From an optimization exercise on the open Yosys and OpenROAD flow, aimed at small area, a short achievable clock period and few clock cycles; shortcuts taken in it are not production practice. Function was checked by simulation only, so behaviour that the tests miss may differ from the original.

==> fjord <==
==> flow/design.v (excerpt) <==
module uriscv_core #(
    parameter   SUPPORT_BRAM_REGFILE = 1,
    parameter   RST_VECTOR           = 32'h00000000
) (
    input           clk,
    input           rst_n,
    input           intr_i,
    output          mem_i_rd_o,
    output  [31:0]  mem_i_pc_o,
    input   [31:0]  mem_i_inst_i,
    input           mem_i_accept_i,
    input           mem_i_valid_i,
    output          mem_d_rd_o,
    output  [3:0]   mem_d_wr_o,
    output  [31:0]  mem_d_addr_o,
    input   [31:0]  mem_d_data_rd_i,
    output  [31:0]  mem_d_data_wr_o,
    input           mem_d_accept_i,
    input           mem_d_ack_i
);
clock: 10.0 ns
lec_check: 0
cap_margin: 40
core_margin: 2
core_utilization: 40
setup_slack_margin: 4.5
slew_margin: 20
run.sh (not shown) runs the stock make flow with config.mk's settings and CLKGATE_MAP_FILE= SYNTH_SCRIPT=/design/flow/synth_recipe.tcl, a recipe that flattens the netlist after the stock synthesis.
==> yarrow (differences from fjord) <==
--- a/flow/design.v
+++ b/flow/design.v
@@ -17,49 +17,37 @@
 logic   [2:0]   state_q;
 logic   [4:0]   cnt_q;
 logic   [33:0]  r_q;         
 logic   [31:0]  d_q;         
 logic   [31:0]  q_q;         
 logic           neg_q;
 logic   [9:0]   pph_q;       
-logic           sa_q;        
-logic           sb_q;        
 wire        is_div   = func3_i[2];
 wire        div_sgn  = ~func3_i[0];            
 wire        div_quot = ~func3_i[1];            
 wire        a_sgn    = (func3_i[1:0] == 2'b01) | (func3_i[1:0] == 2'b10);
 wire        b_sgn    = (func3_i[1:0] == 2'b01);
 wire [31:0] a = operand_ra_i;
 wire [31:0] b = operand_rb_i;
 wire [31:0] ar = operand_ra_raw_i;
 wire                mul_top_w = (cnt_q[2:0] == 3'd4);
-wire signed [32:0]  mul_a_w   = {sa_q, ar};
-wire signed [8:0]   mul_c_w   = {mul_top_w & sb_q, q_q[7:0]};
+wire signed [32:0]  mul_a_w   = {a_sgn & ar[31], ar};
+wire signed [8:0]   mul_c_w   = {mul_top_w & b_sgn & q_q[7], q_q[7:0]};
 wire signed [41:0]  mul_pp_w  = mul_a_w * mul_c_w;
 wire        [41:0]  mul_sum_w = {{8{r_q[33]}}, r_q} + {pph_q, d_q};
 wire        b_zero_w = (b == 32'b0);
 wire [31:0] a_abs_w  = (div_sgn & a[31]) ? -a : a;
 wire [31:0] b_abs_w  = (div_sgn & b[31]) ? -b : b;
 function automatic [5:0] clz32(input [31:0] x);
-    reg        z16, z8, z4, z2, z1;
-    reg [15:0] y16;
-    reg [7:0]  y8;
-    reg [3:0]  y4;
-    reg [1:0]  y2;
-    begin
-        z16 = ~|x[31:16];
-        y16 = z16 ? x[15:0] : x[31:16];
-        z8  = ~|y16[15:8];
-        y8  = z8 ? y16[7:0] : y16[15:8];
-        z4  = ~|y8[7:4];
-        y4  = z4 ? y8[3:0] : y8[7:4];
-        z2  = ~|y4[3:2];
-        y2  = z2 ? y4[1:0] : y4[3:2];
-        z1  = ~y2[1];
-        clz32 = (x == 32'b0) ? 6'd32 : {1'b0, z16, z8, z4, z2, z1};
+    integer i;
+    begin
+        clz32 = 6'd32;
+        for (i = 0; i < 32; i = i + 1)
+            if (x[i])
+                clz32 = 6'd31 - i[5:0];
     end
 endfunction
 wire [5:0]  clz_r_w  = clz32(r_q[31:0]);
 wire [5:0]  clz_d_w  = clz32(d_q);
 wire [5:0]  norm_w   = clz_d_w - clz_r_w;
 wire        quick_w  = (clz_d_w < clz_r_w);
 wire [32:0] diff_w   = {1'b0, r_q[31:0]} - {1'b0, d_q};
@@ -120,16 +108,14 @@
     begin
         if (!is_div)
         begin
             r_q          <= 34'b0;
             {pph_q, d_q} <= 42'b0;
             q_q          <= b;
             neg_q        <= 1'b0;
-            sa_q         <= a_sgn & a[31];
-            sb_q         <= b_sgn & b[31];
         end
         else
         begin
             r_q   <= {2'b0, a_abs_w};
             d_q   <= b_abs_w;
             q_q   <= 32'b0;
             neg_q <= div_quot ? (div_sgn & (a[31] ^ b[31])) : (div_sgn & a[31]);
@@ -211,16 +197,14 @@
 logic           c_ecall_q;
 logic           c_ebreak_q;
 logic           c_mret_q;
 logic           c_md_q;
 logic           c_illegal_q;
 logic           c_wr_q;          
 logic           c_alusel_q;      
-logic           c_mhalf_q;       
-logic           c_mword_q;       
 logic   [3:0]   c_aluop_q;
 logic           ld_wait_q;       
 logic   [4:0]   lp_rd_q;
 logic           lp_wr_q;
 logic   [2:0]   lp_f3_q;
 logic           ld_done_w;
 logic           ld_iss_w;
@@ -332,15 +316,15 @@
 wire [31:0] rf_rs2_w = (d_rs2 == 5'd0) ? 32'b0 : rf_q[d_rs2];
 wire [31:0] d_rs1_val = (w_en_q && (w_rd_q == d_rs1)) ? w_val_q : rf_rs1_w;
 wire [31:0] d_rs2_val = (w_en_q && (w_rd_q == d_rs2)) ? w_val_q : rf_rs2_w;
 wire        src_en_w  = wb_en_w | lw_en_w;
 wire [4:0]  src_rd_w  = lw_en_w ? lp_rd_q : e_rd_w;
 wire        d_fwd1    = src_en_w && (src_rd_w == d_rs1);
 wire        d_fwd2    = src_en_w && (src_rd_w == d_rs2);
-wire        d_lsmd_w = d_load | d_md;            
+wire        d_lsmd_w = d_load | d_store | d_md;
 assign d_blk_w = (ld_wait_q & ~ld_done_w &
                   (d_lsmd_w | (lp_wr_q & ((lp_rd_q == d_rs1) | (lp_rd_q == d_rs2) | (lp_rd_q == d_rd))))) |
                  (ld_iss_w &
                   (d_lsmd_w | (c_wr_q & ((e_rd_w == d_rs1) | (e_rd_w == d_rs2) | (e_rd_w == d_rd)))));
 wire        d_bimm    = ~d_op & ~d_branch;
 logic           f_rd_q;
 logic   [31:0]  f_pc_q;
@@ -441,16 +425,14 @@
 always_ff @(posedge clk)
 begin
     if (e_free_w)
     begin
         ir_q        <= d_inst_w;
         c_pred_q    <= d_pred_w;
         c_alusel_q  <= ~(d_md | d_csr | d_jal | d_jalr | d_auipc | d_lui);
-        c_mhalf_q   <= (d_load | d_store) & ((d_f3 == 3'b001) | (d_load & (d_f3 == 3'b101)));
-        c_mword_q   <= (d_load | d_store) & (d_f3 == 3'b010);
         c_alu_q     <= d_opimm | d_alu_op;
         c_lui_q     <= d_lui;
         c_auipc_q   <= d_auipc;
         c_jal_q     <= d_jal;
         c_jalr_q    <= d_jalr;
         c_branch_q  <= d_branch;
         c_load_q    <= d_load;
@@ -546,16 +528,18 @@
     3'b101:  br_take_r = ~lts_w;
     3'b110:  br_take_r = ltu_w;
     3'b111:  br_take_r = ~ltu_w;
     default: br_take_r = 1'b0;
     endcase
 end
 wire [31:0] addr_w    = alu_sum_w[31:0];
-wire [1:0]  ls_lo_w   = op1_w[1:0] + alu_b_w[1:0];
-wire        misalign_w= (c_mhalf_q & ls_lo_w[0]) | (c_mword_q & (ls_lo_w != 2'b00));
+wire        ls_half_w = (e_f3 == 3'b001) | (c_load_q & (e_f3 == 3'b101));
+wire        ls_word_w = (e_f3 == 3'b010);
+wire        misalign_w= (c_load_q | c_store_q) &
+                        ((ls_half_w & addr_w[0]) | (ls_word_w & (addr_w[1:0] != 2'b00)));
 logic   [31:0]  csr_mepc_q;
 logic   [4:0]   csr_mcause_q;    
 logic   [31:0]  csr_sr_q;
 logic   [31:0]  csr_mscratch_q;
 logic   [31:0]  csr_mip_q;
 logic   [31:0]  csr_mie_q;
 logic   [31:0]  csr_mtvec_q;
@@ -733,21 +717,15 @@
     end
 end
 assign mem_d_rd_o      = m_rd_q;
 assign mem_d_wr_o      = m_wr_q;
 assign mem_d_addr_o    = m_addr_q;
 assign mem_d_data_wr_o = m_data_q;
 wire        d_req_acc_w = m_act_w & mem_d_accept_i;
-logic [5:0] ld_pos_q;
-assign      ld_done_w   = ld_wait_q & ~m_rd_q & mem_d_ack_i & (ld_pos_q == 6'd0);
-always_ff @(posedge clk)
-    if (ld_iss_w)
-        ld_pos_q <= dq_q + {5'b0, m_act_w & mem_d_accept_i} - {5'b0, mem_d_ack_i};
-    else if (mem_d_ack_i && (ld_pos_q != 6'd0))
-        ld_pos_q <= ld_pos_q - 6'd1;
+assign      ld_done_w   = ld_wait_q & ~m_act_w & mem_d_ack_i & (dq_q == 6'd1);
 assign      lw_en_w     = ld_done_w & lp_wr_q;
 logic [1:0] ld_off_q;
 always_ff @(posedge clk, negedge rst_n)
 begin
     if (~rst_n)
     begin
         ld_wait_q <= 1'b0;
CORE_UTILIZATION = 30   (was 40)
SETUP_SLACK_MARGIN = 4   (was 4.5)
==> comparison table <==
quantity	yarrow	fjord
Count of cells along the worst register-to-register path	23	24
Vias after detailed routing	101,000	105,000
Run status	finished clean	finished clean
Hold Path Stages	1	2
Worst setup path startpoint	ir_q[13]$_DFFE_PN_	u_muldiv.cnt_q[1]$_DFFE_PN0P_
Multiplexer area fraction after synthesis	12.0%	9.62%
Post-synthesis xor/xnor area fraction	2.85%	3.00%
Global-route wire length before repair	741,000 um	771,000 um
Die width	622 um	540 um
Drt total wl	543,000 um	564,000 um
Via/cell ratio	6.11	6.61
Average size of a mapped cell	10.3 sq um	9.80 sq um
Sequential share of cell area	37.7%	37.6%
Total of cells resized after clock tree synthesis	142	250
Met2 WL post-DR	225,000 um	239,000 um
Overall fraction of global-route tracks in use	26.8%	37.1%
Clock transition at the register clock pins on the worst setup and hold paths after CTS	70 ps	60 ps
Latest clock arrival within the worst-skew pair	960 ps	940 ps
Skew final	137 ps	105 ps
Area growth syn-to-layout	16.1%	17.0%
Total instance count after detailed placement	16,000	15,200
Fraction of met1 tracks used by global routing	35.3%	48.2%
Testbench counts of fjord, summed over its fixed seeds: cycles 91,527.
Testbench counts of yarrow, summed over its fixed seeds: cycles 92,488.

-- static timing again, ports no longer ideal --
In the flow no input, the clock included, has a driving cell. The finished layouts below were timed again as built, in two steps.
Step 1 assumes that a clkbuf_16 drives the clock port and a buf_2 every other input.
Step 2 times the ports against the registers' clock, not the clock port: input delays grow and output delays shrink by t, the midpoint of the rising clock arrivals with the driver on.
Slacks: ideal / step 1 / step 2; pairs: ideal / step 1.
run	t (ns)	setup WS [ns]	hold WS [ns]	clock arrival spread, ns	worst slew at a driven data input, ns
fjord	0.980	3.638 / 3.638 / 3.538	0.487 / 0.487 / 0.487	0.105 / 0.105	0.08
yarrow	1.000	3.617 / 3.617 / 3.077	0.510 / 0.510 / 0.510	0.137 / 0.136	0.13
After both steps setup and hold are still met in every run listed. For yarrow, which loses most, drivers alone change the setup slack by 0.000 ns; drivers and shift together by -0.540 ns.
